This is an optimization exercise on Yosys and OpenROAD, whose aim is small area and few clock cycles, not a production implementation. Where RTL was checked, it was by simulation tests only, not by an equivalence proof against the original. The RTL of runs 1 to 3 was laid out without a check of its function. Power and IR drop assume default switching activity.

<file path="flow/design.v">
module nic_output_port_lookup #(
    parameter int unsigned C_M_AXIS_DATA_WIDTH = 512,
    parameter int unsigned C_S_AXIS_DATA_WIDTH = 512,
    parameter int unsigned C_M_AXIS_TUSER_WIDTH = 128,
    parameter int unsigned C_S_AXIS_TUSER_WIDTH = 128,
    parameter int unsigned SRC_PORT_POS = 16,
    parameter int unsigned DST_PORT_POS = 24,
    parameter int unsigned        C_S_AXI_DATA_WIDTH = 32,
    parameter int unsigned        C_S_AXI_ADDR_WIDTH = 12,
    parameter bit          [31:0] C_BASEADDR         = 32'h00000000
) (
    input axis_aclk,
    input axis_resetn,
    output [        C_M_AXIS_DATA_WIDTH - 1:0] m_axis_tdata,
    output [((C_M_AXIS_DATA_WIDTH / 8)) - 1:0] m_axis_tkeep,
    output [         C_M_AXIS_TUSER_WIDTH-1:0] m_axis_tuser,
    output                                     m_axis_tvalid,
    input                                      m_axis_tready,
    output                                     m_axis_tlast,
    input  [        C_S_AXIS_DATA_WIDTH - 1:0] s_axis_tdata,
    input  [((C_S_AXIS_DATA_WIDTH / 8)) - 1:0] s_axis_tkeep,
    input  [         C_S_AXIS_TUSER_WIDTH-1:0] s_axis_tuser,
    input                                      s_axis_tvalid,
    output                                     s_axis_tready,
    input                                      s_axis_tlast,
    input  [  C_S_AXI_ADDR_WIDTH-1 : 0] S_AXI_AWADDR,
    input                               S_AXI_AWVALID,
    input  [  C_S_AXI_DATA_WIDTH-1 : 0] S_AXI_WDATA,
    input  [C_S_AXI_DATA_WIDTH/8-1 : 0] S_AXI_WSTRB,
    input                               S_AXI_WVALID,
    input                               S_AXI_BREADY,
    input  [  C_S_AXI_ADDR_WIDTH-1 : 0] S_AXI_ARADDR,
    input                               S_AXI_ARVALID,
    input                               S_AXI_RREADY,
    output                              S_AXI_ARREADY,
    output [  C_S_AXI_DATA_WIDTH-1 : 0] S_AXI_RDATA,
    output [                     1 : 0] S_AXI_RRESP,
    output                              S_AXI_RVALID,
    output                              S_AXI_WREADY,
    output [                     1 : 0] S_AXI_BRESP,
    output                              S_AXI_BVALID,
    output                              S_AXI_AWREADY
);
  localparam int unsigned DW = C_M_AXIS_DATA_WIDTH;
  localparam int unsigned KW = C_M_AXIS_DATA_WIDTH / 8;
  localparam int unsigned UW = C_M_AXIS_TUSER_WIDTH;
  localparam int unsigned W = DW + KW + UW + 1;
  wire rst = ~axis_resetn;
  reg  [W-1:0] out_q;   
  reg  [W-1:0] skid_q;   
  reg          out_v;
  reg          skid_v;
  reg          out_first;   
  wire [W-1:0] s_beat = {s_axis_tlast, s_axis_tuser, s_axis_tkeep, s_axis_tdata};
  wire         out_ld = ~out_v | m_axis_tready;
  always @(posedge axis_aclk) begin
    if (~skid_v) skid_q <= s_beat;
    if (out_ld) out_q <= skid_v ? skid_q : s_beat;
  end
  always @(posedge axis_aclk) begin
    if (rst) begin
      out_v     <= 1'b0;
      skid_v    <= 1'b0;
      out_first <= 1'b1;
    end else begin
      if (out_ld) begin
        out_v  <= skid_v | s_axis_tvalid;
        skid_v <= 1'b0;
      end else if (s_axis_tvalid) begin
        skid_v <= 1'b1;
      end
      if (out_v & m_axis_tready) out_first <= m_axis_tlast;
    end
  end
  assign s_axis_tready = ~skid_v;
  assign m_axis_tvalid = out_v;
  assign m_axis_tdata  = out_q[DW-1:0];
  assign m_axis_tkeep  = out_q[DW+:KW];
  assign m_axis_tlast  = out_q[W-1];
  wire [UW-1:0] out_user = out_q[DW+KW+:UW];
  wire [7:0] src_port = out_user[SRC_PORT_POS+:8];
  wire [7:0] dst_port = ~|src_port ? 8'h01
                      : (src_port[1] | src_port[3] | src_port[5] | src_port[7]) ? {1'b0, src_port[7:1]}
                      : {src_port[6:0], 1'b0};
  assign m_axis_tuser = out_first
      ? {out_user[UW-1:DST_PORT_POS+8], dst_port, out_user[DST_PORT_POS-1:0]} : out_user;
  wire s_fire = s_axis_tvalid & ~skid_v;
  wire m_fire = out_v & m_axis_tready;
  wire in_pkt_end = s_fire & s_axis_tlast;
  wire out_pkt_end = m_fire & m_axis_tlast;
  wire out_pkt_begin = m_fire & out_first;
  wire [7:0] ip_protocol = m_axis_tdata[184+:8];
  wire [31:0] ip_src = m_axis_tdata[208+:32];
  wire [31:0] ip_dst = m_axis_tdata[240+:32];
  wire [15:0] udp_sp = m_axis_tdata[272+:16];
  wire [15:0] udp_dp = m_axis_tdata[288+:16];
  reg [31:0] tgtip_q;
  reg [15:0] tgtport_q;
  wire is_icmp = out_pkt_begin & (ip_protocol == 8'h01);
  wire is_tgtip = out_pkt_begin & (ip_dst == tgtip_q);
  wire is_tgtudp = out_pkt_begin & (ip_protocol == 8'h11) & (ip_src == 32'hC0A80001)
                 & (ip_dst == 32'hC0A80101) & (udp_sp == 16'd12345) & (udp_dp == tgtport_q);
  reg        wr_rdy;   
  reg        bvalid;
  reg        ar_rdy;
  reg        rvalid;
  reg [31:0] rdata;
  wire       wr_go = S_AXI_AWVALID & S_AXI_WVALID & ~wr_rdy;
  wire       rd_go = S_AXI_ARVALID & ~ar_rdy & ~rvalid;
  wire [11:0] waddr = S_AXI_AWADDR ^ C_BASEADDR[11:0];
  wire [11:0] raddr = S_AXI_ARADDR ^ C_BASEADDR[11:0];
  always @(posedge axis_aclk) begin
    if (rst) begin
      wr_rdy <= 1'b0;
      bvalid <= 1'b0;
      ar_rdy <= 1'b0;
      rvalid <= 1'b0;
    end else begin
      wr_rdy <= wr_go;
      if (wr_rdy) bvalid <= 1'b1;
      else if (S_AXI_BREADY) bvalid <= 1'b0;
      ar_rdy <= rd_go;
      if (ar_rdy) rvalid <= 1'b1;
      else if (S_AXI_RREADY) rvalid <= 1'b0;
    end
  end
  assign S_AXI_AWREADY = wr_rdy;
  assign S_AXI_WREADY  = wr_rdy;
  assign S_AXI_BVALID  = bvalid;
  assign S_AXI_BRESP   = 2'b00;
  assign S_AXI_ARREADY = ar_rdy;
  assign S_AXI_RVALID  = rvalid;
  assign S_AXI_RRESP   = 2'b00;
  assign S_AXI_RDATA   = rdata;
  function automatic [31:0] merge(input [31:0] old, input [31:0] d, input [3:0] s);
    for (int i = 0; i < 4; i++) merge[i*8+:8] = s[i] ? d[i*8+:8] : old[i*8+:8];
  endfunction
  wire wr_reset = wr_go & (waddr == 32'h8);
  wire wr_flip = wr_go & (waddr == 32'hC);
  wire wr_debug = wr_go & (waddr == 32'h10);
  wire wr_tgtip = wr_go & (waddr == 32'h20);
  wire wr_tgtport = wr_go & (waddr == 32'h2C);
  wire clear_all = rst | (wr_reset & S_AXI_WSTRB[0] & (S_AXI_WDATA[0] | S_AXI_WDATA[4]));
  wire rd_pktin = rd_go & (raddr == 32'h14);
  wire rd_pktout = rd_go & (raddr == 32'h18);
  wire rd_icmp = rd_go & (raddr == 32'h1C);
  wire rd_tgtipout = rd_go & (raddr == 32'h24);
  reg  [31:0] flip_q;
  reg  [31:0] debug_q;
  reg  [31:0] pktin_q;
  reg  [31:0] pktout_q;
  reg  [31:0] icmp_q;
  reg  [31:0] tgtipout_q;
  reg  [31:0] tgtipoutlst_q;
  reg  [31:0] tgtudpcnt_q;
  wire [31:0] tgtip_new = merge(tgtip_q, S_AXI_WDATA, S_AXI_WSTRB);
  wire [31:0] wdata_rst = S_AXI_WDATA & {32{axis_resetn}};
  always @(posedge axis_aclk) begin
    for (int b = 0; b < 4; b++) begin
      if (rst | (wr_flip & S_AXI_WSTRB[b])) flip_q[b*8+:8] <= wdata_rst[b*8+:8];
      if (rst | (wr_debug & S_AXI_WSTRB[b])) debug_q[b*8+:8] <= wdata_rst[b*8+:8];
      if (rst | (wr_tgtip & S_AXI_WSTRB[b])) tgtip_q[b*8+:8] <= wdata_rst[b*8+:8];
    end
    for (int b = 0; b < 2; b++)
      if (rst | (wr_tgtport & S_AXI_WSTRB[b])) tgtport_q[b*8+:8] <= wdata_rst[b*8+:8];
  end
  function automatic [31:0] ones_below(input [31:0] q);
    logic g, r;
    g = 1'b1;
    for (int k = 0; k < 8; k++) begin
      r = g;
      for (int j = 0; j < 4; j++) begin
        ones_below[4*k+j] = r;
        r = r & q[4*k+j];
      end
      g = g & (&q[4*k+:4]);
    end
  endfunction
  function automatic [31:0] count(input [31:0] q, input inc);
    logic [31:0] t;
    t = ones_below(q) & {32{inc}};
    count = {q[31] | t[31], q[30:0] ^ t[30:0]};
  endfunction
  function automatic [31:0] count32(input [31:0] q, input inc);
    count32 = q ^ (ones_below(q) & {32{inc}});
  endfunction
  always @(posedge axis_aclk) begin
    if (clear_all) begin
      pktin_q       <= 32'h0;
      pktout_q      <= 32'h0;
      icmp_q        <= 32'h0;
      tgtipout_q    <= 32'h0;
      tgtipoutlst_q <= 32'h0;
      tgtudpcnt_q   <= 32'h0;
    end else begin
      pktin_q     <= rd_pktin ? 32'h0 : count(pktin_q, in_pkt_end);
      pktout_q    <= rd_pktout ? 32'h0 : count(pktout_q, out_pkt_end);
      icmp_q      <= rd_icmp ? 32'h0 : count(icmp_q, is_icmp);
      tgtipout_q  <= rd_tgtipout ? 32'h0 : count(tgtipout_q, is_tgtip);
      tgtudpcnt_q <= count32(tgtudpcnt_q, is_tgtudp);
      if (wr_tgtip & (tgtip_new != tgtip_q)) tgtipoutlst_q <= tgtipout_q;
    end
  end
  always @(posedge axis_aclk) begin
    if (rd_go) begin
      case (raddr)
        32'h0:          rdata <= 32'h0000DA02;
        32'h4:     rdata <= 32'h1;
        32'hC:        rdata <= ~flip_q;
        32'h10:       rdata <= debug_q;
        32'h14:       rdata <= pktin_q;
        32'h18:      rdata <= pktout_q;
        32'h1C:     rdata <= icmp_q;
        32'h20:   rdata <= tgtip_q;
        32'h24:    rdata <= tgtipout_q;
        32'h28: rdata <= tgtipoutlst_q;
        32'h2C:  rdata <= {16'h0, tgtport_q};
        32'h2E:   rdata <= tgtudpcnt_q;
        default:               rdata <= 32'hFEE1DEAD;
      endcase
    end
  end
endmodule
</file>
<file path="flow/flow/run.sh">
#!/bin/bash
set -euo pipefail
bash standard.sh BUFFER_PORTS_ARGS="-buffer_cell sky130_fd_sc_hd__buf_1" \
  CTS_ARGS="-sink_clustering_enable -repair_clock_nets -dont_use_dummy_load -sink_clustering_size 20 -sink_clustering_max_diameter 60" \
  DIE_AREA="0 0 430 430" CORE_AREA="10 10 420 420" SLEW_MARGIN=10 CAP_MARGIN=10 finish > standard.log 2>&1
</file>
<file path="flow/standard.sh">
#!/bin/bash
# synth_recipe.tcl (not shown) runs the flow's synth.tcl, then flattens the netlist and writes it again
# the make line also repeats each setting of config.mk as NAME=value (left out here)
make -C /OpenROAD-flow-scripts/flow DESIGN_CONFIG=/design/flow/config.mk WORK_HOME=/design/flow/orfs CLKGATE_MAP_FILE= SYNTH_SCRIPT=/design/flow/synth_recipe.tcl "${@:-finish}"
</file>
<file path="flow/config.mk">
export PLATFORM = sky130hd
export DESIGN_NAME = nic_output_port_lookup
export DESIGN_NICKNAME = nic_output_port_lookup
export VERILOG_FILES = /design/flow/design.v
export SDC_FILE = /design/flow/constraint.sdc
export NUM_CORES = 4
export LEC_CHECK = 0
export CAP_MARGIN = 20
export CORE_AREA = 10 10 690 690
export DIE_AREA = 0 0 700 700
export SLEW_MARGIN = 20
</file>
<file path="flow/constraint.sdc">
create_clock -name core_clock -period 4.0 [get_ports {axis_aclk}]
set_input_delay 0.8000 -clock core_clock [delete_from_list [all_inputs] [get_ports {axis_aclk}]]
set_output_delay 0.8000 -clock core_clock [all_outputs]
set_load 0.01 [all_outputs]
</file>
==> flow_results.xml, run 1 <==
<?xml version="1.0" encoding="UTF-8"?>
<metrics>
  <group name="pwr">
    <metric name="vdd.ir_drop.worst" unit="uV">465.2</metric>
    <metric name="static-leakage-power" unit="nW">25.03</metric>
    <metric name="powerDensity" unit="mW/mm^2">507.7</metric>
    <metric name="fin_total_pwr" unit="W">0.03701</metric>
  </group>
  <group name="cells_and_area">
    <metric name="layout_common_cells" unit="">buf_1 (1516), dfxtp_1 (903), edfxtp_1 (849)</metric>
    <metric name="nets" unit="">6261</metric>
    <metric name="final_common_cell" unit="">buf_1</metric>
    <metric name="area_delta_synth_final" unit="%">11.74</metric>
    <metric name="post_route_cells_drive_above_1_share" unit="">0.1825</metric>
    <metric name="postLayoutCoreUtil" unit="">0.4359</metric>
  </group>
  <group name="clock_tree">
    <metric name="postCtsSetupBuffers" unit="">0</metric>
    <metric name="total_clock_buffers_created_by_cts" unit="">151</metric>
    <metric name="clock-sinks" unit="">1753</metric>
    <metric name="cts_resized" unit="">0</metric>
    <metric name="worst_skew_pair.late_latency" unit="ns">0.81</metric>
    <metric name="ctsHoldBuffers" unit="">0</metric>
    <metric name="ctsRootBufferMaster" unit="">clkbuf_16</metric>
    <metric name="clk_pin_slew_worst_paths" unit="ns">0.08</metric>
    <metric name="cts.path.max_buffers" unit="">3</metric>
    <metric name="htree_num_levels" unit="">4</metric>
    <metric name="tritoncts" unit="">yes</metric>
  </group>
  <group name="detailed_routing">
    <metric name="routed-via-count" unit="">42930</metric>
    <metric name="final_antenna_net_count" unit="">0</metric>
    <metric name="viasPerCell" unit="">5.534</metric>
    <metric name="drc" unit="">0</metric>
    <metric name="initialDrtViolationCount" unit="">5831</metric>
    <metric name="first_pass_iters" unit="">6</metric>
    <metric name="wl" unit="um">337600</metric>
    <metric name="detail_route.wl_per_cell" unit="um">43.52</metric>
  </group>
  <group name="critical_path">
    <metric name="crit_path_end_kind" unit="">register</metric>
    <metric name="crit_path_start_kind" unit="">register</metric>
    <metric name="cp_max_fo" unit="">21</metric>
    <metric name="critPathRequiredTime" unit="ns">4.70</metric>
    <metric name="start_to_end_type_of_the_worst_setup_path" unit="">reg2reg</metric>
    <metric name="setup.reg_to_reg.worst_slack" unit="ns">0.29</metric>
    <metric name="path_common_cell" unit="">buf_4</metric>
    <metric name="critical_path_arrival" unit="ns">4.41</metric>
    <metric name="critical-path-max-stage-delay" unit="ns">1.00</metric>
    <metric name="critical_path.reg2reg.endpoint" unit="">tgtudpcnt_q[29]$_SDFF_PP0_</metric>
    <metric name="reg2reg_from" unit="">out_q[255]$_DFFE_PP_</metric>
    <metric name="critical_path.cell_chain" unit="">buf_4 &gt; nor4_1 &gt; nand4_1 &gt; nor4_1 &gt; buf_4 &gt; nand4_1 &gt; buf_4 &gt; or4_1 &gt; a21oi_1</metric>
    <metric name="rr_worst_depth" unit="">9</metric>
    <metric name="cp_slowest_cell" unit="">nor4_1</metric>
  </group>
  <group name="sta">
    <metric name="max_slew_violation_total_from_the_final_report" unit="">0</metric>
    <metric name="final_hold_slack" unit="ns">0.2201</metric>
    <metric name="clock-skew-final" unit="ns">0.05865</metric>
    <metric name="maxClockFrequency" unit="GHz">0.2694</metric>
    <metric name="final.period_utilization" unit="">0.9278</metric>
    <metric name="count_of_endpoints_failing_hold_in_the_final_timing_report" unit="">0</metric>
    <metric name="fin_crit" unit="ns">3.711</metric>
    <metric name="tightestPinTransition" unit="ns">1.302</metric>
    <metric name="timing.slew.headroom" unit="">0.1317</metric>
    <metric name="postLayoutSetupSlackWorst" unit="ns">0.2886</metric>
    <metric name="setup_viol" unit="">0</metric>
    <metric name="grt_setup_unrepaired" unit="">no</metric>
  </group>
  <group name="grt">
    <metric name="maximum_number_of_pins_on_one_net_before_global_route_repair" unit="">103</metric>
    <metric name="grt_pass1_wl" unit="um">422900</metric>
    <metric name="first_global_vias" unit="">39350</metric>
    <metric name="antenna_found_initial" unit="">199</metric>
    <metric name="grt_usage" unit="">0.3499</metric>
    <metric name="residual_overflow_from_global_routing" unit="">0</metric>
  </group>
  <group name="synth">
    <metric name="synth.top_cells.by_area" unit="">edfxtp_1 (39%), dfxtp_1 (28%), mux2_2 (12%), buf_4 (8.1%), xnor2_1 (1.1%)</metric>
    <metric name="ys_warn_count" unit="">1</metric>
    <metric name="post_synth_inst_count" unit="">4571</metric>
    <metric name="synth-async-reset-ratio" unit="">0</metric>
    <metric name="netlist_area" unit="mm^2">0.06524</metric>
    <metric name="ys_ff_latch" unit="">1753</metric>
    <metric name="yosys.cell_types.count" unit="">64</metric>
    <metric name="post-synth-top-area-fraction" unit="">0.3908</metric>
    <metric name="yosysTopAreaCell" unit="">edfxtp_1</metric>
    <metric name="synth_seq_area_share" unit="">0.6682</metric>
    <metric name="postSynth.topFlopCell" unit="">dfxtp_1</metric>
    <metric name="avgSynthCellArea" unit="um^2">14.27</metric>
    <metric name="synth_edf_count" unit="">849</metric>
  </group>
  <group name="die">
    <metric name="initial_core_util" unit="">0.3901</metric>
    <metric name="die_w" unit="um">430</metric>
    <metric name="std_cell_rows" unit="">150</metric>
    <metric name="pin_count" unit="">1522</metric>
    <metric name="die_height" unit="um">430</metric>
    <metric name="die-area" unit="mm^2">0.1849</metric>
    <metric name="placeableCoreArea" unit="mm^2">0.1672</metric>
  </group>
  <group name="placement">
    <metric name="post-place-ws" unit="ns">0.4970</metric>
    <metric name="hpwlAfterDp" unit="um">283400</metric>
    <metric name="finalWeightedCongestion" unit="">1.049</metric>
    <metric name="place.port_buffers" unit="">1517</metric>
  </group>
  <group name="hold_path">
    <metric name="hold_path_depth" unit="">2</metric>
    <metric name="hp-start" unit="">s_axis_tdata[52]</metric>
    <metric name="min_delay_worst_endpoint" unit="">skid_q[52]$_DFF_P_</metric>
    <metric name="worst_hold_path_type" unit="">in2reg</metric>
  </group>
  <group name="run_status">
    <metric name="status" unit="">complete, no violations</metric>
  </group>
  <group name="flow_run">
    <metric name="timing.max_cap.violations" unit="">0</metric>
  </group>
</metrics>
## worst max-delay path: cells and delay by family (launching register included)
family	cells	cell delay [ns]
simple gates	5	2.23
buf+inv	3	0.71
flops	1	0.54
compound gates	1	0.14
## registers in the layout (all words and copies together) (netlist names)
signal / flops
out_q: 705
skid_q: 705
debug_q: 32
flip_q: 32
icmp_q: 32
pktin_q: 32
pktout_q: 32
rdata: 32
tgtip_q: 32
tgtipout_q: 32
tgtipoutlst_q: 32
tgtudpcnt_q: 32
tgtport_q: 16
ar_rdy: 1
bvalid: 1
out_first: 1
out_v: 1
rvalid: 1
skid_v: 1
wr_rdy: 1
## per-stage QoR
stage                     TNS (ns)  cells  cell area, um^2
after floorplan           -1550.87   4574            65270
after global placement      -24.82   7531            68910
after detailed placement         0   7533            68930
after CTS                        0   7684            72710
after global routing             0   7704            72760
final                            0   7758            72900
## synth_stat cells (18+ instances only)
library cell,instances
dfxtp_1,904
edfxtp_1,849
mux2_2,709
buf_4,701
clkbuf_1,145
nand2_1,110
nor2_1,110
nand3_1,107
o21ai_0,103
a21oi_1,97
xnor2_1,80
xor2_1,72
a22oi_1,62
nand4_1,61
or3_1,59
and2_1,43
nor4_1,41
inv_1,30
mux2i_1,20
nor3_1,19
or4_1,19
a221oi_1,18
and3_1,18
nand2b_1,18
## kinds of logic after synthesis
| logic type | share of synthesized area |
|---|---|
| AND/OR/NAND/NOR | 0.05658 |
| AO/OA/AOI/OAI | 0.03573 |
| flip-flops | 0.6682 |
| adder cells (fa/ha/maj) | 0.0009589 |
| XOR/XNOR | 0.02041 |
| buffers and inverters | 0.09267 |
| other | 0.00005748 |
| multiplexers | 0.1254 |
## how the worst max path moves through the flow
stage / from / to
finish: out_q[255]$_DFFE_PP_ / tgtudpcnt_q[29]$_SDFF_PP0_
global route: out_q[595]$_DFFE_PP_ / m_axis_tuser[24]
CTS: out_q[595]$_DFFE_PP_ / m_axis_tuser[24]
detailed placement: out_q[255]$_DFFE_PP_ / tgtudpcnt_q[28]$_SDFF_PP0_
global placement: S_AXI_AWADDR[1] / debug_q[18]$_DFFE_PP_
floorplan: m_axis_tready / out_v$_SDFFE_PN0P_
## metal layers
metal,global-route usage,vias up,share of wire
li1,-,17560,-
met1,0.4418,21970,0.39
met2,0.5312,2751,0.44
met3,0.1693,558,0.13
met4,0.09848,94,0.033
met5,0,-,0.0017
## where the power goes
part / total [W] / internal [W] / switching (W)
sequential: 0.0206 / 0.0200 / 0.000589
combinational: 0.00336 / 0.000928 / 0.00244
clock: 0.0130 / 0.00663 / 0.00638
total: 0.0370 / 0.0276 / 0.00940
## area by class of cell
type	count	area [um^2]
antenna	74	185.2
clock buffer	151	3779
fill	15760	94330
inverter	30	112.6
multi-input combinational	1919	15680
sequential	1753	43600
tap	2204	2758
timing repair buffer	1627	6784
==> run 2: changes to the inputs <==
==> flow/flow/run.sh (replaced) <==
#!/bin/bash
set -euo pipefail
bash standard.sh BUFFER_PORTS_ARGS="-buffer_cell sky130_fd_sc_hd__buf_1" \
  CTS_ARGS="-sink_clustering_enable -repair_clock_nets -dont_use_dummy_load -sink_clustering_size 30 -sink_clustering_max_diameter 60" \
  DIE_AREA="0 0 450 450" CORE_AREA="10 10 440 440" finish > standard.log 2>&1
==> flow_results.xml, run 2 <==
<?xml version="1.0" encoding="UTF-8"?>
<metrics>
  <group name="critical_path">
    <metric name="start_to_end_type_of_the_worst_setup_path" unit="">reg2reg</metric>
    <metric name="reg2reg_from" unit="">out_q[185]$_DFFE_PP_</metric>
    <metric name="cp_max_fo" unit="">16</metric>
    <metric name="crit_path_start_kind" unit="">register</metric>
    <metric name="setup.reg_to_reg.worst_slack" unit="ns">0.36</metric>
    <metric name="critical-path-max-stage-delay" unit="ns">0.68</metric>
    <metric name="path_buf_inv" unit="">1</metric>
    <metric name="crit_path_end_kind" unit="">register</metric>
    <metric name="cpLargestDelayFamily" unit="">simple AND/OR/NAND/NOR gates</metric>
    <metric name="cp_slowest_cell" unit="">nor3_1</metric>
    <metric name="rr_worst_depth" unit="">7</metric>
    <metric name="critical_path.cell_chain" unit="">or4_1 &gt; or3_1 &gt; nor3_1 &gt; nand3_1 &gt; buf_4 &gt; or3_1 &gt; a21oi_1</metric>
    <metric name="critPathRequiredTime" unit="ns">4.71</metric>
    <metric name="critical_path.reg2reg.endpoint" unit="">tgtudpcnt_q[12]$_SDFF_PP0_</metric>
    <metric name="cp_num_cells" unit="">7</metric>
    <metric name="startpoint" unit="">out_q[185]$_DFFE_PP_</metric>
    <metric name="path_common_cell" unit="">or3_1</metric>
    <metric name="critical_path_arrival" unit="ns">4.35</metric>
  </group>
  <group name="synth">
    <metric name="yosys-top-cells-count" unit="">dfxtp_1 (904), edfxtp_1 (849), mux2_2 (709)</metric>
    <metric name="post-synth-top-area-fraction" unit="">0.3908</metric>
    <metric name="post_synth_inst_count" unit="">4571</metric>
    <metric name="postSynth.topFlopCell" unit="">dfxtp_1</metric>
    <metric name="synth_seq_area_share" unit="">0.6682</metric>
    <metric name="synth_edf_count" unit="">849</metric>
    <metric name="yosysTopAreaCell" unit="">edfxtp_1</metric>
    <metric name="netlist_area" unit="mm^2">0.06524</metric>
    <metric name="ys_warn_count" unit="">1</metric>
    <metric name="yosys.cell_types.count" unit="">64</metric>
    <metric name="post_synth_mux_area_share" unit="">0.1254</metric>
    <metric name="synthSimpleGateAreaFrac" unit="">0.05658</metric>
    <metric name="ys_ff_latch" unit="">1753</metric>
    <metric name="yosys.cell_count.top_type" unit="">dfxtp_1</metric>
    <metric name="synth.top_cells.by_area" unit="">edfxtp_1 (39%), dfxtp_1 (28%), mux2_2 (12%), buf_4 (8.1%), xnor2_1 (1.1%)</metric>
    <metric name="synth_compound_gate_area_share" unit="">0.03573</metric>
    <metric name="combinational_family_with_the_most_area_after_synthesis" unit="">multiplexers</metric>
    <metric name="synth-async-reset-ratio" unit="">0</metric>
    <metric name="avgSynthCellArea" unit="um^2">14.27</metric>
    <metric name="synth_adder_area_share" unit="">0.0009589</metric>
    <metric name="post_synth_xor_area_fraction" unit="">0.02041</metric>
  </group>
  <group name="cells_and_area">
    <metric name="post_route_cells_drive_above_1_share" unit="">0.1802</metric>
    <metric name="area_delta_synth_final" unit="%">11.83</metric>
    <metric name="nets" unit="">6246</metric>
    <metric name="postLayoutCoreUtil" unit="">0.3977</metric>
    <metric name="largest_regs" unit="">out_q: 705 flops, skid_q: 705 flops</metric>
    <metric name="finalInstanceArea" unit="mm^2">0.07296</metric>
    <metric name="final_common_cell" unit="">buf_1</metric>
    <metric name="layout_common_cells" unit="">buf_1 (1516), dfxtp_1 (903), edfxtp_1 (849)</metric>
  </group>
  <group name="die">
    <metric name="placeableCoreArea" unit="mm^2">0.1835</metric>
    <metric name="die-area" unit="mm^2">0.2025</metric>
    <metric name="pin_count" unit="">1522</metric>
    <metric name="die_w" unit="um">450</metric>
    <metric name="std_cell_rows" unit="">157</metric>
    <metric name="initial_core_util" unit="">0.3556</metric>
    <metric name="die_height" unit="um">450</metric>
  </group>
  <group name="detailed_routing">
    <metric name="initialDrtViolationCount" unit="">5786</metric>
    <metric name="viasPerCell" unit="">5.265</metric>
    <metric name="wl" unit="um">311500</metric>
    <metric name="detail_route.wl_per_cell" unit="um">38.93</metric>
    <metric name="routed-via-count" unit="">42130</metric>
    <metric name="first_pass_iters" unit="">7</metric>
    <metric name="final_antenna_net_count" unit="">0</metric>
    <metric name="drc" unit="">0</metric>
  </group>
  <group name="sta">
    <metric name="setup_viol" unit="">0</metric>
    <metric name="postLayoutSetupSlackWorst" unit="ns">0.3602</metric>
    <metric name="count_of_endpoints_failing_hold_in_the_final_timing_report" unit="">0</metric>
    <metric name="fin_crit" unit="ns">3.640</metric>
    <metric name="timing.slew.headroom" unit="">0.2330</metric>
    <metric name="clock-skew-final" unit="ns">0.08521</metric>
    <metric name="max_slew_violation_total_from_the_final_report" unit="">0</metric>
    <metric name="final.period_utilization" unit="">0.9100</metric>
    <metric name="tightestPinTransition" unit="ns">1.150</metric>
    <metric name="final_hold_slack" unit="ns">0.1856</metric>
    <metric name="grt_setup_unrepaired" unit="">no</metric>
    <metric name="maxClockFrequency" unit="GHz">0.2747</metric>
  </group>
  <group name="grt">
    <metric name="antenna_found_initial" unit="">198</metric>
    <metric name="first_global_vias" unit="">39150</metric>
    <metric name="maximum_number_of_pins_on_one_net_before_global_route_repair" unit="">143</metric>
    <metric name="residual_overflow_from_global_routing" unit="">0</metric>
    <metric name="grt_pass1_wl" unit="um">395800</metric>
    <metric name="grt_usage" unit="">0.2936</metric>
  </group>
  <group name="clock_tree">
    <metric name="clk_pin_slew_worst_paths" unit="ns">0.11</metric>
    <metric name="worst_skew_pair.late_latency" unit="ns">0.85</metric>
    <metric name="tritoncts" unit="">yes</metric>
    <metric name="ctsRootBufferMaster" unit="">clkbuf_16</metric>
    <metric name="cts.path.max_buffers" unit="">3</metric>
    <metric name="postCtsSetupBuffers" unit="">0</metric>
    <metric name="total_clock_buffers_created_by_cts" unit="">147</metric>
    <metric name="htree_num_levels" unit="">4</metric>
    <metric name="ctsHoldBuffers" unit="">0</metric>
    <metric name="clock-sinks" unit="">1753</metric>
    <metric name="cts_resized" unit="">0</metric>
  </group>
  <group name="pwr">
    <metric name="powerDensity" unit="mW/mm^2">501.0</metric>
    <metric name="vdd.ir_drop.worst" unit="uV">396.4</metric>
    <metric name="static-leakage-power" unit="nW">24.91</metric>
    <metric name="fin_total_pwr" unit="W">0.03655</metric>
  </group>
  <group name="hold_path">
    <metric name="hold_path_depth" unit="">2</metric>
    <metric name="worst_hold_path_type" unit="">in2reg</metric>
    <metric name="min_delay_worst_endpoint" unit="">skid_q[296]$_DFF_P_</metric>
    <metric name="hp-start" unit="">s_axis_tdata[296]</metric>
  </group>
  <group name="placement">
    <metric name="finalWeightedCongestion" unit="">1.069</metric>
    <metric name="hpwlAfterDp" unit="um">258500</metric>
    <metric name="post-place-ws" unit="ns">0.3401</metric>
    <metric name="placed_cell_area" unit="mm^2">0.06910</metric>
    <metric name="place.port_buffers" unit="">1517</metric>
  </group>
  <group name="run_status">
    <metric name="status" unit="">complete, no violations</metric>
  </group>
  <group name="flow_run">
    <metric name="timing.max_cap.violations" unit="">0</metric>
  </group>
</metrics>
==> run 2: kinds of logic (layout without fill, tap and decap cells) <==
family | after synthesis | count (layout)
multiplexers | 729 | 729
other | 1 | 77
XOR/XNOR | 152 | 152
flip-flops | 1753 | 1753
AND/OR/NAND/NOR | 670 | 670
adder cells (fa/ha/maj) | 5 | 5
buffers and inverters | 902 | 1793
AO/OA/AOI/OAI | 359 | 359
==> run 2: cell type report <==
type                    count  area, um^2
well taps                2464        3083
fillers                 17690      110500
multi-input cells        1919       15680
diodes                     73       182.7
repair buffers           1616        6626
flip-flops and latches   1753       43600
clock buffers             147        3679
inverters                  30       112.6
==> run 2: worst reg2reg max path: cells and delay by family, from the launching register on <==
| kind | cells | cell delay (ns) |
|---|---|---|
| flip-flops | 1 | 0.37 |
| buffers and inverters | 1 | 0.36 |
| AO/OA/AOI/OAI | 1 | 0.15 |
| AND/OR/NAND/NOR | 5 | 2.66 |
==> run 2: worst max-delay path by stage <==
stage	end	slack, ns
2_1_floorplan	out_v$_SDFFE_PN0P_	-2.34
3_3_place_gp	tgtudpcnt_q[9]$_SDFF_PP0_	0.37
3_5_place_dp	tgtudpcnt_q[9]$_SDFF_PP0_	0.34
4_1_cts	m_axis_tuser[25]	0.41
5_1_grt	tgtudpcnt_q[12]$_SDFF_PP0_	0.33
6_report	tgtudpcnt_q[12]$_SDFF_PP0_	0.36
==> run 2: metrics by stage <==
stage | TNS [ns] | std cells
after CTS | 0 | 7929
after global placement | 0 | 7782
final | 0 | 8002
after detailed placement | 0 | 7782
after floorplan | -1550.87 | 4574
after global routing | 0 | 7946
==> run 2: where the power goes <==
part / leakage, nW / internal (W) / switching, W
registers: 16.2 / 0.0200 / 0.000609
clock network: 1.81 / 0.00646 / 0.00633
logic: 6.91 / 0.000924 / 0.00218
total: 24.9 / 0.0274 / 0.00912
==> run 2: metal layers <==
| metal | GRT usage | part of all wire |
|---|---|---|
| met1 | 0.3763 | 0.39 |
| met2 | 0.4501 | 0.44 |
| met3 | 0.1260 | 0.13 |
| met4 | 0.08475 | 0.034 |
| met5 | 0 | 0.0021 |
==> run 3: changes to the inputs <==
==> flow/flow/run.sh (replaced) <==
#!/bin/bash
set -euo pipefail
bash standard.sh BUFFER_PORTS_ARGS="-buffer_cell sky130_fd_sc_hd__buf_1" \
  CTS_ARGS="-sink_clustering_enable -repair_clock_nets -dont_use_dummy_load -sink_clustering_size 30 -sink_clustering_max_diameter 80" \
  DIE_AREA="0 0 450 450" CORE_AREA="10 10 440 440" finish > standard.log 2>&1
==> flow_results.xml, run 3 <==
<?xml version="1.0" encoding="UTF-8"?>
<metrics>
  <group name="run_status">
    <metric name="status" unit="">complete, no violations</metric>
  </group>
  <group name="pwr">
    <metric name="fin_total_pwr" unit="W">0.03424</metric>
    <metric name="vdd.ir_drop.worst" unit="uV">350.3</metric>
    <metric name="static-leakage-power" unit="nW">24.37</metric>
    <metric name="powerDensity" unit="mW/mm^2">476.5</metric>
  </group>
  <group name="critical_path">
    <metric name="critical-path-max-stage-delay" unit="ns">0.70</metric>
    <metric name="critical_path_arrival" unit="ns">4.38</metric>
    <metric name="critPathRequiredTime" unit="ns">4.70</metric>
    <metric name="crit_path_start_kind" unit="">register</metric>
    <metric name="crit_path_end_kind" unit="">register</metric>
    <metric name="path_common_cell" unit="">or3_1</metric>
    <metric name="cp_max_fo" unit="">16</metric>
    <metric name="cpLargestDelayFamily" unit="">simple AND/OR/NAND/NOR gates</metric>
    <metric name="start_to_end_type_of_the_worst_setup_path" unit="">reg2reg</metric>
    <metric name="path_buf_inv" unit="">1</metric>
    <metric name="cp_slowest_cell" unit="">nor3_1</metric>
    <metric name="critical_path.cell_chain" unit="">or4_1 &gt; or3_1 &gt; nor3_1 &gt; nand3_1 &gt; buf_4 &gt; or3_1 &gt; a21oi_1</metric>
  </group>
  <group name="synth">
    <metric name="post-synth-top-area-fraction" unit="">0.3908</metric>
    <metric name="netlist_area" unit="mm^2">0.06524</metric>
    <metric name="synth.top_cells.by_area" unit="">edfxtp_1 (39%), dfxtp_1 (28%), mux2_2 (12%), buf_4 (8.1%), xnor2_1 (1.1%)</metric>
    <metric name="ys_warn_count" unit="">1</metric>
    <metric name="post_synth_xor_area_fraction" unit="">0.02041</metric>
    <metric name="yosys-top-cells-count" unit="">dfxtp_1 (904), edfxtp_1 (849), mux2_2 (709)</metric>
    <metric name="synth_compound_gate_area_share" unit="">0.03573</metric>
    <metric name="avgSynthCellArea" unit="um^2">14.27</metric>
    <metric name="yosys.cell_count.top_type" unit="">dfxtp_1</metric>
    <metric name="synth_seq_area_share" unit="">0.6682</metric>
    <metric name="synth-async-reset-ratio" unit="">0</metric>
    <metric name="ys_ff_latch" unit="">1753</metric>
    <metric name="yosysTopAreaCell" unit="">edfxtp_1</metric>
    <metric name="synth_adder_area_share" unit="">0.0009589</metric>
    <metric name="post_synth_inst_count" unit="">4571</metric>
    <metric name="synthSimpleGateAreaFrac" unit="">0.05658</metric>
    <metric name="postSynth.topFlopCell" unit="">dfxtp_1</metric>
    <metric name="yosys.cell_types.count" unit="">64</metric>
    <metric name="synth_edf_count" unit="">849</metric>
    <metric name="post_synth_mux_area_share" unit="">0.1254</metric>
    <metric name="combinational_family_with_the_most_area_after_synthesis" unit="">multiplexers</metric>
  </group>
  <group name="cells_and_area">
    <metric name="area_delta_synth_final" unit="%">10.14</metric>
    <metric name="layout.cells.non_filler" unit="">7953</metric>
    <metric name="final_common_cell" unit="">buf_1</metric>
    <metric name="layout_common_cells" unit="">buf_1 (1516), dfxtp_1 (903), edfxtp_1 (849)</metric>
    <metric name="post_route_cells_drive_above_1_share" unit="">0.1737</metric>
    <metric name="nets" unit="">6203</metric>
    <metric name="finalInstanceArea" unit="mm^2">0.07186</metric>
    <metric name="largest_regs" unit="">out_q: 705 flops, skid_q: 705 flops</metric>
  </group>
  <group name="placement">
    <metric name="post-place-ws" unit="ns">0.3401</metric>
    <metric name="hpwlAfterDp" unit="um">258500</metric>
    <metric name="finalWeightedCongestion" unit="">1.069</metric>
    <metric name="place.port_buffers" unit="">1517</metric>
    <metric name="placed_cell_area" unit="mm^2">0.06910</metric>
    <metric name="numPlacedInstances" unit="">7782</metric>
  </group>
  <group name="clock_tree">
    <metric name="ctsHoldBuffers" unit="">0</metric>
    <metric name="postCtsSetupBuffers" unit="">0</metric>
    <metric name="htree_num_levels" unit="">3</metric>
    <metric name="tritoncts" unit="">yes</metric>
    <metric name="cts_resized" unit="">0</metric>
    <metric name="clock-sinks" unit="">1753</metric>
    <metric name="clk_pin_slew_worst_paths" unit="ns">0.11</metric>
    <metric name="worst_skew_pair.late_latency" unit="ns">0.78</metric>
    <metric name="total_clock_buffers_created_by_cts" unit="">103</metric>
    <metric name="cts.path.max_buffers" unit="">3</metric>
    <metric name="ctsRootBufferMaster" unit="">clkbuf_16</metric>
  </group>
  <group name="detailed_routing">
    <metric name="viasPerCell" unit="">5.245</metric>
    <metric name="first_pass_iters" unit="">7</metric>
    <metric name="detail_route.wl_per_cell" unit="um">39.06</metric>
    <metric name="final_antenna_net_count" unit="">0</metric>
    <metric name="initialDrtViolationCount" unit="">5569</metric>
    <metric name="drc" unit="">0</metric>
    <metric name="routed-via-count" unit="">41710</metric>
    <metric name="wl" unit="um">310600</metric>
  </group>
  <group name="die">
    <metric name="placeableCoreArea" unit="mm^2">0.1835</metric>
    <metric name="initial_core_util" unit="">0.3556</metric>
    <metric name="die-area" unit="mm^2">0.2025</metric>
    <metric name="die_height" unit="um">450</metric>
    <metric name="std_cell_rows" unit="">157</metric>
    <metric name="pin_count" unit="">1522</metric>
    <metric name="die_w" unit="um">450</metric>
  </group>
  <group name="grt">
    <metric name="grt_pass1_wl" unit="um">394200</metric>
    <metric name="first_global_vias" unit="">38720</metric>
    <metric name="residual_overflow_from_global_routing" unit="">0</metric>
    <metric name="antenna_found_initial" unit="">199</metric>
    <metric name="maximum_number_of_pins_on_one_net_before_global_route_repair" unit="">143</metric>
    <metric name="grt_usage" unit="">0.2921</metric>
  </group>
  <group name="sta">
    <metric name="fin_crit" unit="ns">3.685</metric>
    <metric name="final.period_utilization" unit="">0.9212</metric>
    <metric name="maxClockFrequency" unit="GHz">0.2714</metric>
    <metric name="count_of_endpoints_failing_hold_in_the_final_timing_report" unit="">0</metric>
    <metric name="clock-skew-final" unit="ns">0.06292</metric>
    <metric name="tightestPinTransition" unit="ns">1.071</metric>
    <metric name="setup_viol" unit="">0</metric>
    <metric name="grt_setup_unrepaired" unit="">no</metric>
    <metric name="timing.slew.headroom" unit="">0.2860</metric>
    <metric name="final_hold_slack" unit="ns">0.2488</metric>
    <metric name="postLayoutSetupSlackWorst" unit="ns">0.3154</metric>
    <metric name="max_slew_violation_total_from_the_final_report" unit="">0</metric>
  </group>
  <group name="hold_path">
    <metric name="worst_hold_path_type" unit="">in2reg</metric>
  </group>
  <group name="flow_run">
    <metric name="timing.max_cap.violations" unit="">0</metric>
  </group>
</metrics>
## run 3: layout make-up
cell class / count / area, um^2
repair buffers: 1617 / 6641
well taps: 2464 / 3083
clock buffers: 103 / 2577
fillers: 17770 / 111600
multi-input cells: 1919 / 15680
inverters: 30 / 112.6
diodes: 67 / 167.7
flip-flops and latches: 1753 / 43600
## run 3: power by group
group | internal [W] | switching, W
logic | 0.000925 | 0.00218
clock network | 0.00456 | 0.00593
registers | 0.0200 | 0.000609
## run 3: worst paths after layout
check / from / end / slack, ns / depth (start not counted)
hold / removal: s_axis_tdata[478] / skid_q[478]$_DFF_P_ / 0.25 / 2
setup / recovery: out_q[185]$_DFFE_PP_ / tgtudpcnt_q[12]$_SDFF_PP0_ / 0.32 / 7
setup reg to reg: out_q[185]$_DFFE_PP_ / tgtudpcnt_q[12]$_SDFF_PP0_ / 0.32 / 7
hold reg to reg: skid_q[648]$_DFF_P_ / skid_q[648]$_DFF_P_ / 0.47 / 1
## run 3: through the flow
step           TNS [ns]  utilization
2_1_floorplan  -1550.87            -
3_3_place_gp          0       0.3766
3_5_place_dp          0       0.3766
4_1_cts               0       0.3907
5_1_grt               0       0.3910
6_report              0       0.3917
## run 3: cell families after synthesis
| group | after synthesis |
|---|---|
| mux | 729 |
| buf+inv | 902 |
| simple gates | 670 |
| xor+xnor | 152 |
| other cells | 1 |
| compound gates | 359 |
| flops | 1753 |
| fa+ha+maj | 5 |
## run 3: routing by layer
| layer | share of wire | routed length [um] | global-route usage | vias up |
|---|---|---|---|---|
| li1 | - | - | - | 17450 |
| met1 | 0.40 | 123400 | 0.3756 | 21100 |
| met2 | 0.45 | 138700 | 0.4504 | 2618 |
| met3 | 0.12 | 38610 | 0.1256 | 474 |
| met4 | 0.031 | 9516 | 0.07519 | 72 |
| met5 | 0.0014 | 442 | 0 | - |
==> run 4: changes to the inputs <==
--- a/flow/design.v
+++ b/flow/design.v
@@ -203,5 +203,6 @@
   end
   always @(posedge axis_aclk) begin
-    if (rd_go) begin
+    if (rst) rdata <= 32'h0;
+    else if (rd_go) begin
       case (raddr)
         32'h0:          rdata <= 32'h0000DA02;
==> flow/flow/run.sh (replaced) <==
#!/bin/bash
set -euo pipefail
bash standard.sh BUFFER_PORTS_ARGS="-buffer_cell sky130_fd_sc_hd__buf_1" \
  CTS_ARGS="-sink_clustering_enable -repair_clock_nets -dont_use_dummy_load" finish > standard.log 2>&1
==> flow_results.xml, run 4 <==
<?xml version="1.0" encoding="UTF-8"?>
<metrics>
  <group name="run_status">
    <metric name="status" unit="">complete, no violations</metric>
  </group>
  <group name="critical_path">
    <metric name="critical_path_arrival" unit="ns">2.57</metric>
    <metric name="path_common_cell" unit="">buf_4</metric>
    <metric name="cp_max_fo" unit="">5</metric>
    <metric name="path_buf_inv" unit="">2</metric>
    <metric name="cpLargestDelayFamily" unit="">buffers and inverters</metric>
    <metric name="crit_path_end_kind" unit="">primary output</metric>
    <metric name="cp_slowest_cell" unit="">edfxtp_1</metric>
    <metric name="critPathRequiredTime" unit="ns">3.20</metric>
    <metric name="critical-path-max-stage-delay" unit="ns">0.45</metric>
    <metric name="crit_path_start_kind" unit="">register</metric>
    <metric name="critical_path.cell_chain" unit="">nor4_1 &gt; buf_4 &gt; mux2i_1 &gt; a21oi_1 &gt; buf_4</metric>
    <metric name="start_to_end_type_of_the_worst_setup_path" unit="">reg2out</metric>
    <metric name="setup.reg_to_reg.worst_slack" unit="ns">0.81</metric>
  </group>
  <group name="sta">
    <metric name="setup_viol" unit="">0</metric>
    <metric name="final.period_utilization" unit="">0.8415</metric>
    <metric name="fin_crit" unit="ns">3.366</metric>
    <metric name="tightestPinTransition" unit="ns">1.029</metric>
    <metric name="count_of_endpoints_failing_hold_in_the_final_timing_report" unit="">0</metric>
    <metric name="final_hold_slack" unit="ns">0.1123</metric>
    <metric name="max_slew_violation_total_from_the_final_report" unit="">0</metric>
    <metric name="timing.slew.headroom" unit="">0.3167</metric>
    <metric name="totalNegativeSetupSlack" unit="ns">0</metric>
    <metric name="maxClockFrequency" unit="GHz">0.2971</metric>
    <metric name="grt_setup_unrepaired" unit="">no</metric>
    <metric name="clock-skew-final" unit="ns">0.1615</metric>
  </group>
  <group name="die">
    <metric name="initial_core_util" unit="">0.1423</metric>
    <metric name="std_cell_rows" unit="">249</metric>
    <metric name="die-area" unit="mm^2">0.4900</metric>
    <metric name="die_height" unit="um">700</metric>
    <metric name="pin_count" unit="">1522</metric>
    <metric name="die_w" unit="um">700</metric>
    <metric name="placeableCoreArea" unit="mm^2">0.4605</metric>
  </group>
  <group name="cells_and_area">
    <metric name="post_route_cells_drive_above_1_share" unit="">0.1928</metric>
    <metric name="largest_regs" unit="">out_q: 705 flops, skid_q: 705 flops</metric>
    <metric name="finalInstanceArea" unit="mm^2">0.07972</metric>
    <metric name="nets" unit="">6419</metric>
    <metric name="layout_common_cells" unit="">buf_1 (1507), dfxtp_1 (935), edfxtp_1 (817)</metric>
    <metric name="area_delta_synth_final" unit="%">21.65</metric>
    <metric name="final_common_cell" unit="">buf_1</metric>
    <metric name="postLayoutCoreUtil" unit="">0.1731</metric>
  </group>
  <group name="clock_tree">
    <metric name="cts.path.max_buffers" unit="">4</metric>
    <metric name="clk_pin_slew_worst_paths" unit="ns">0.06</metric>
    <metric name="htree_num_levels" unit="">4</metric>
    <metric name="tritoncts" unit="">yes</metric>
    <metric name="ctsRootBufferMaster" unit="">clkbuf_16</metric>
    <metric name="ctsHoldBuffers" unit="">3</metric>
    <metric name="total_clock_buffers_created_by_cts" unit="">209</metric>
    <metric name="cts_resized" unit="">0</metric>
    <metric name="clock-sinks" unit="">1753</metric>
    <metric name="worst_skew_pair.late_latency" unit="ns">0.94</metric>
    <metric name="postCtsSetupBuffers" unit="">0</metric>
  </group>
  <group name="synth">
    <metric name="synth_edf_count" unit="">817</metric>
    <metric name="yosys.cell_count.top_type" unit="">dfxtp_1</metric>
    <metric name="post_synth_inst_count" unit="">4670</metric>
    <metric name="avgSynthCellArea" unit="um^2">14.03</metric>
    <metric name="netlist_area" unit="mm^2">0.06553</metric>
    <metric name="synth-async-reset-ratio" unit="">0</metric>
    <metric name="postSynth.topFlopCell" unit="">dfxtp_1</metric>
    <metric name="ys_warn_count" unit="">1</metric>
    <metric name="synth_seq_area_share" unit="">0.6603</metric>
    <metric name="synth.top_cells.by_area" unit="">edfxtp_1 (37%), dfxtp_1 (29%), mux2_2 (12%), buf_4 (8.1%), xnor2_1 (1.6%)</metric>
    <metric name="post-synth-top-area-fraction" unit="">0.3744</metric>
    <metric name="yosys-top-cells-count" unit="">dfxtp_1 (936), edfxtp_1 (817), mux2_2 (709)</metric>
    <metric name="yosys.cell_types.count" unit="">74</metric>
    <metric name="yosysTopAreaCell" unit="">edfxtp_1</metric>
    <metric name="ys_ff_latch" unit="">1753</metric>
  </group>
  <group name="detailed_routing">
    <metric name="wl" unit="um">347500</metric>
    <metric name="first_pass_iters" unit="">6</metric>
    <metric name="initialDrtViolationCount" unit="">3997</metric>
    <metric name="detail_route.wl_per_cell" unit="um">29.31</metric>
    <metric name="final_antenna_net_count" unit="">0</metric>
    <metric name="routed-via-count" unit="">41860</metric>
    <metric name="viasPerCell" unit="">3.531</metric>
    <metric name="drc" unit="">0</metric>
  </group>
  <group name="placement">
    <metric name="finalWeightedCongestion" unit="">0.9044</metric>
    <metric name="place.port_buffers" unit="">1517</metric>
    <metric name="placed_cell_area" unit="mm^2">0.07428</metric>
    <metric name="hpwlAfterDp" unit="um">290300</metric>
  </group>
  <group name="grt">
    <metric name="grt_pass1_wl" unit="um">436100</metric>
    <metric name="residual_overflow_from_global_routing" unit="">0</metric>
    <metric name="maximum_number_of_pins_on_one_net_before_global_route_repair" unit="">140</metric>
    <metric name="first_global_vias" unit="">40560</metric>
    <metric name="antenna_found_initial" unit="">270</metric>
    <metric name="grt_usage" unit="">0.1346</metric>
  </group>
  <group name="hold_path">
    <metric name="worst_hold_path_type" unit="">in2reg</metric>
  </group>
  <group name="pwr">
    <metric name="powerDensity" unit="mW/mm^2">503.8</metric>
    <metric name="static-leakage-power" unit="nW">25.72</metric>
    <metric name="fin_total_pwr" unit="W">0.04016</metric>
    <metric name="vdd.ir_drop.worst" unit="uV">337.8</metric>
  </group>
  <group name="flow_run">
    <metric name="timing.max_cap.violations" unit="">0</metric>
  </group>
</metrics>
-- run 4: routing by layer --
layer,share of wire,wire (um),vias to the layer above,global-route usage
met4,0.027,9220,108,0.02862
met2,0.47,163400,2157,0.2251
met1,0.39,136500,20900,0.1610
met5,0.0020,701,-,0
li1,-,-,18080,-
met3,0.11,37620,616,0.05671
-- run 4: final timing paths --
kind / startpoint / to / cells after the start
setup / recovery: out_q[595]$_DFFE_PP_ / m_axis_tuser[25] / 5
hold / removal: s_axis_tdata[186] / skid_q[186]$_DFF_P_ / 2
setup reg to reg: wr_rdy$_SDFF_PN0_ / tgtipout_q[11]$_SDFF_PP0_ / 8
hold reg to reg: skid_q[19]$_DFF_P_ / skid_q[19]$_DFF_P_ / 1
-- run 4: kinds of logic after synthesis --
logic type | Yosys count | share of synthesized area
buf+inv | 926 | 0.09396
other cells | 1 | 0.00005722
simple gates | 668 | 0.05678
fa+ha+maj | 5 | 0.0009547
compound gates | 439 | 0.04330
flops | 1753 | 0.6603
xor+xnor | 158 | 0.02112
mux | 720 | 0.1235
-- run 4: layout make-up --
cell class / count / area (um^2)
antenna: 70 / 175.2
multi-input combinational: 1994 / 16170
fill: 50800 / 380700
clock buffer: 209 / 5230
timing repair buffer: 1641 / 7025
sequential: 1753 / 43280
inverter: 41 / 153.9
tap: 6149 / 7694
-- run 4: report_power, final --
group	internal (W)	leakage [nW]	switching (W)
Clock	0.00907	2.58	0.00727
Sequential	0.0200	16.2	0.000703
Combinational	0.000985	6.95	0.00209
-- run 4: stage by stage --
| stage | cells | worst slack (ns) |
|---|---|---|
| floorplan | 4673 | -2.195 |
| finish | 11860 | 0.6338 |
| CTS | 11790 | 0.3337 |
| detailed placement | 11570 | 0.4385 |
| global placement | 11570 | 0.4416 |
| global route | 11790 | 0.3815 |
-- run 4: worst reg2reg max path, stage by stage, from the launching register on --
cell and delay, ns:
dfxtp_1 0.76, and3b_1 0.27, buf_4 0.21, nand4b_1 0.36, nor2_1 0.14, nor2_1 0.49, nand2_1 0.44, buf_12 0.29
a21oi_1 0.14
Testbench counts of run 4, summed over its fixed seeds: cycles 25,265.
==> run 5: changes to the inputs <==
--- a/flow/design.v
+++ b/flow/design.v
@@ -54,7 +54,9 @@
   wire [W-1:0] s_beat = {s_axis_tlast, s_axis_tuser, s_axis_tkeep, s_axis_tdata};
   wire         out_ld = ~out_v | m_axis_tready;
-  always @(posedge axis_aclk) begin
-    if (~skid_v) skid_q <= s_beat;
-    if (out_ld) out_q <= skid_v ? skid_q : s_beat;
+  reg skid_e;
+  wire [W-1:0] beat = (skid_q & {W{skid_v}}) | (s_beat & {W{skid_e}});
+  always @(posedge axis_aclk) begin
+    skid_q <= beat;
+    if (out_ld) out_q <= beat;
   end
   always @(posedge axis_aclk) begin
@@ -62,4 +64,5 @@
       out_v     <= 1'b0;
       skid_v    <= 1'b0;
+      skid_e    <= 1'b1;
       out_first <= 1'b1;
     end else begin
@@ -67,6 +70,8 @@
         out_v  <= skid_v | s_axis_tvalid;
         skid_v <= 1'b0;
+        skid_e <= 1'b1;
       end else if (s_axis_tvalid) begin
         skid_v <= 1'b1;
+        skid_e <= 1'b0;
       end
       if (out_v & m_axis_tready) out_first <= m_axis_tlast;
@@ -203,6 +208,5 @@
   end
   always @(posedge axis_aclk) begin
-    if (rst) rdata <= 32'h0;
-    else if (rd_go) begin
+    if (rd_go) begin
       case (raddr)
         32'h0:          rdata <= 32'h0000DA02;
==> flow/flow/run.sh (replaced) <==
#!/bin/bash
set -euo pipefail
bash standard.sh BUFFER_PORTS_ARGS="-buffer_cell sky130_fd_sc_hd__buf_1" \
  CTS_ARGS="-sink_clustering_enable -repair_clock_nets -dont_use_dummy_load -sink_clustering_size 30 -sink_clustering_max_diameter 70" \
  DIE_AREA="0 0 450 450" CORE_AREA="10 10 440 440" finish > standard.log 2>&1
==> flow_results.xml, run 5 <==
<?xml version="1.0" encoding="UTF-8"?>
<metrics>
  <group name="run_status">
    <metric name="status" unit="">complete, no violations</metric>
  </group>
  <group name="synth">
    <metric name="synth.top_cells.by_area" unit="">edfxtp_1 (40%), dfxtp_1 (28%), a22o_1 (9.8%), buf_4 (8.3%), xnor2_1 (1.6%)</metric>
    <metric name="synth_seq_area_share" unit="">0.6846</metric>
    <metric name="postSynth.topFlopCell" unit="">dfxtp_1</metric>
    <metric name="avgSynthCellArea" unit="um^2">13.68</metric>
    <metric name="synth_edf_count" unit="">849</metric>
    <metric name="ys_ff_latch" unit="">1754</metric>
    <metric name="post-synth-top-area-fraction" unit="">0.4002</metric>
    <metric name="yosys.cell_count.top_type" unit="">dfxtp_1</metric>
    <metric name="yosysTopAreaCell" unit="">edfxtp_1</metric>
    <metric name="yosys-top-cells-count" unit="">dfxtp_1 (905), edfxtp_1 (849), a22o_1 (712)</metric>
    <metric name="synth-async-reset-ratio" unit="">0</metric>
    <metric name="post_synth_inst_count" unit="">4657</metric>
    <metric name="netlist_area" unit="mm^2">0.06371</metric>
    <metric name="yosys.cell_types.count" unit="">60</metric>
    <metric name="ys_warn_count" unit="">1</metric>
  </group>
  <group name="detailed_routing">
    <metric name="initialDrtViolationCount" unit="">7870</metric>
    <metric name="detail_route.wl_per_cell" unit="um">43.92</metric>
    <metric name="first_pass_iters" unit="">10</metric>
    <metric name="routed-via-count" unit="">45650</metric>
    <metric name="wl" unit="um">351400</metric>
    <metric name="viasPerCell" unit="">5.707</metric>
    <metric name="drc" unit="">0</metric>
    <metric name="final_antenna_net_count" unit="">0</metric>
  </group>
  <group name="die">
    <metric name="initial_core_util" unit="">0.3472</metric>
    <metric name="placeableCoreArea" unit="mm^2">0.1835</metric>
    <metric name="die_height" unit="um">450</metric>
    <metric name="std_cell_rows" unit="">157</metric>
    <metric name="die_w" unit="um">450</metric>
    <metric name="pin_count" unit="">1522</metric>
    <metric name="die-area" unit="mm^2">0.2025</metric>
  </group>
  <group name="cells_and_area">
    <metric name="post_route_cells_drive_above_1_share" unit="">0.04644</metric>
    <metric name="area_delta_synth_final" unit="%">10.94</metric>
    <metric name="fillerInstances" unit="">17810</metric>
    <metric name="layout_common_cells" unit="">buf_1 (1515), dfxtp_1 (903), edfxtp_1 (849)</metric>
    <metric name="postLayoutCoreUtil" unit="">0.3852</metric>
    <metric name="largest_regs" unit="">out_q: 705 flops, skid_q: 705 flops</metric>
    <metric name="final_common_cell" unit="">buf_1</metric>
    <metric name="finalInstanceArea" unit="mm^2">0.07067</metric>
    <metric name="nets" unit="">6229</metric>
  </group>
  <group name="critical_path">
    <metric name="rr_worst_depth" unit="">6</metric>
    <metric name="start_to_end_type_of_the_worst_setup_path" unit="">reg2out</metric>
    <metric name="crit_path_start_kind" unit="">register</metric>
    <metric name="reg2reg_from" unit="">out_q[268]$_DFFE_PP_</metric>
    <metric name="cp_max_fo" unit="">5</metric>
    <metric name="cpLargestDelayFamily" unit="">buffers and inverters</metric>
    <metric name="crit_path_end_kind" unit="">primary output</metric>
    <metric name="critPathRequiredTime" unit="ns">3.20</metric>
    <metric name="cp_slowest_cell" unit="">buf_1</metric>
    <metric name="path_buf_inv" unit="">2</metric>
    <metric name="setup.reg_to_reg.worst_slack" unit="ns">0.58</metric>
    <metric name="cp_num_cells" unit="">5</metric>
    <metric name="critical-path-max-stage-delay" unit="ns">0.81</metric>
    <metric name="critical_path.cell_chain" unit="">nor4_1 &gt; buf_4 &gt; mux2i_1 &gt; a21oi_1 &gt; buf_1</metric>
    <metric name="critical_path_arrival" unit="ns">3.09</metric>
    <metric name="critical_path.reg2reg.endpoint" unit="">tgtudpcnt_q[31]$_SDFF_PP0_</metric>
  </group>
  <group name="placement">
    <metric name="finalWeightedCongestion" unit="">1.045</metric>
    <metric name="post-place-ws" unit="ns">0.3053</metric>
    <metric name="hpwlAfterDp" unit="um">289300</metric>
    <metric name="place.port_buffers" unit="">1517</metric>
    <metric name="placed_cell_area" unit="mm^2">0.06743</metric>
  </group>
  <group name="clock_tree">
    <metric name="tritoncts" unit="">yes</metric>
    <metric name="cts.path.max_buffers" unit="">3</metric>
    <metric name="cts_resized" unit="">0</metric>
    <metric name="ctsRootBufferMaster" unit="">clkbuf_16</metric>
    <metric name="clock-sinks" unit="">1754</metric>
    <metric name="clk_pin_slew_worst_paths" unit="ns">0.12</metric>
    <metric name="postCtsSetupBuffers" unit="">0</metric>
    <metric name="worst_skew_pair.late_latency" unit="ns">0.79</metric>
    <metric name="ctsHoldBuffers" unit="">0</metric>
    <metric name="total_clock_buffers_created_by_cts" unit="">121</metric>
    <metric name="htree_num_levels" unit="">3</metric>
  </group>
  <group name="sta">
    <metric name="grt_setup_unrepaired" unit="">no</metric>
    <metric name="postLayoutSetupSlackWorst" unit="ns">0.1108</metric>
    <metric name="final.period_utilization" unit="">0.9723</metric>
    <metric name="max_slew_violation_total_from_the_final_report" unit="">0</metric>
    <metric name="totalNegativeSetupSlack" unit="ns">0</metric>
    <metric name="tightestPinTransition" unit="ns">1.250</metric>
    <metric name="setup_viol" unit="">0</metric>
    <metric name="clock-skew-final" unit="ns">0.1071</metric>
    <metric name="maxClockFrequency" unit="GHz">0.2571</metric>
    <metric name="count_of_endpoints_failing_hold_in_the_final_timing_report" unit="">0</metric>
    <metric name="fin_crit" unit="ns">3.889</metric>
    <metric name="timing.slew.headroom" unit="">0.1667</metric>
  </group>
  <group name="grt">
    <metric name="grt_usage" unit="">0.3301</metric>
    <metric name="antenna_found_initial" unit="">246</metric>
    <metric name="residual_overflow_from_global_routing" unit="">0</metric>
    <metric name="grt_pass1_wl" unit="um">440300</metric>
    <metric name="maximum_number_of_pins_on_one_net_before_global_route_repair" unit="">191</metric>
    <metric name="first_global_vias" unit="">41040</metric>
  </group>
  <group name="pwr">
    <metric name="fin_total_pwr" unit="W">0.03580</metric>
    <metric name="static-leakage-power" unit="nW">25.98</metric>
    <metric name="vdd.ir_drop.worst" unit="uV">379.0</metric>
    <metric name="powerDensity" unit="mW/mm^2">506.5</metric>
  </group>
  <group name="hold_path">
    <metric name="min_delay_worst_endpoint" unit="">skid_q[553]$_DFF_P_</metric>
    <metric name="hold_path_depth" unit="">2</metric>
    <metric name="hp-start" unit="">s_axis_tkeep[41]</metric>
    <metric name="worst_hold_path_type" unit="">in2reg</metric>
  </group>
  <group name="flow_run">
    <metric name="timing.max_cap.violations" unit="">0</metric>
  </group>
</metrics>
[run 5: cell types whose count changed after synthesis, moves of 32 or more]
cell,previous run,this run
mux2_2,709,4
edfxtp_1,817,849
nand4_1,61,105
a21oi_1,138,80
a22o_1,4,712
clkbuf_1,148,223
[run 5: layer usage]
metal / vias to the layer above / share of wire / track usage
met5: - / 0.0024 / 0
met4: 84 / 0.040 / 0.1024
met3: 671 / 0.17 / 0.1850
met2: 3534 / 0.39 / 0.4462
met1: 23140 / 0.40 / 0.4430
li1: 18230 / - / -
[run 5: per-stage QoR]
| stage | instances | hold WS [ns] |
|---|---|---|
| detailed placement | 7791 | 0.4477 |
| global placement | 7791 | 0.4449 |
| floorplan | 4660 | 0.4251 |
| CTS | 7912 | 0.1583 |
| global route | 7923 | 0.1842 |
| finish | 8000 | 0.2176 |
[run 5: final cells by class]
| cell class | count | area (um^2) | area share |
|---|---|---|---|
| sequential | 1754 | 43620 | 0.6172 |
| multi-input combinational | 1908 | 13780 | 0.1950 |
| timing repair buffer | 1613 | 6745 | 0.09544 |
| tap | 2464 | 3083 | 0.04362 |
| clock buffer | 121 | 3028 | 0.04284 |
| antenna | 88 | 220.2 | 0.003116 |
| inverter | 52 | 198.9 | 0.002815 |
[run 5: logic make-up after synthesis]
kind of cell,share of synthesized area
adder cells (fa/ha/maj),0.0009820
AO/OA/AOI/OAI,0.1315
flip-flops,0.6846
AND/OR/NAND/NOR,0.05859
XOR/XNOR,0.02213
other,0.00005886
buffers and inverters,0.1003
multiplexers,0.001807
[run 5: how the worst max path moves through the flow]
| stage | from | to | slack [ns] |
|---|---|---|---|
| after global placement | m_axis_tready | tgtipout_q[19]$_SDFF_PP0_ | 0.34 |
| after detailed placement | m_axis_tready | tgtipout_q[19]$_SDFF_PP0_ | 0.31 |
| after CTS | out_q[597]$_DFFE_PP_ | m_axis_tuser[27] | 0.24 |
| after global routing | out_q[597]$_DFFE_PP_ | m_axis_tuser[27] | 0.02 |
| after floorplan | m_axis_tready | out_q[0]$_DFFE_PP_ | -7.93 |
| final | out_q[597]$_DFFE_PP_ | m_axis_tuser[27] | 0.11 |
[run 5: where the power goes]
part,switching (W),internal [W],total (W)
clock network,0.00613,0.00530,0.0114
registers,0.000921,0.0201,0.0210
logic,0.00244,0.000892,0.00333
total,0.00949,0.0263,0.0358
[run 5: worst reg2reg max path, cell delays in order (launching register included)]
cell and delay, ns:
edfxtp_1 0.59, nor4b_1 0.69, nand2_1 0.13, nor4_1 0.64
and3_1 0.85, nand3_1 0.23, mux2i_1 0.17
Testbench counts of run 5, summed over its fixed seeds: cycles 25,265.

## port drivers added, routing unchanged
In the flow no input, the clock included, has a driving cell. The finished layouts below were timed again as built, in two steps. Step 1 sets driving cells, clkbuf_16 on the clock port and buf_2 on the other inputs (assumed; they add their load-dependent delay and slew). Step 2 times the ports against the registers' clock, not the clock port: input delays grow and output delays shrink by t, the midpoint of the rising clock arrivals with the driver on. Slacks: ideal / step 1 / step 2; pairs: ideal / step 1.
| run | t, ns | slack for setup (ns) | worst register clock-pin slew, ns | worst data-port slew with drivers (ns) |
|---|---|---|---|---|
| run 1 | 0.860 | 0.289 / 0.289 / 0.289 | 0.08 / 0.08 | 0.44 |
| run 2 | 0.882 | 0.360 / 0.352 / -0.037 | 0.11 / 0.11 | 0.43 |
| run 3 | 0.844 | 0.315 / 0.298 / -0.040 | 0.12 / 0.12 | 0.39 |
| run 4 | 0.950 | 0.634 / 0.543 / 0.269 | 0.07 / 0.07 | 0.38 |
| run 5 | 0.840 | 0.111 / 0.023 / 0.178 | 0.12 / 0.12 | 0.44 |
With both steps, setup timing fails in run 2 and run 3, where it was met with ideal ports. The setup slack of run 2, which loses most, moves by -0.008 ns with the drivers and by -0.397 ns with both steps.
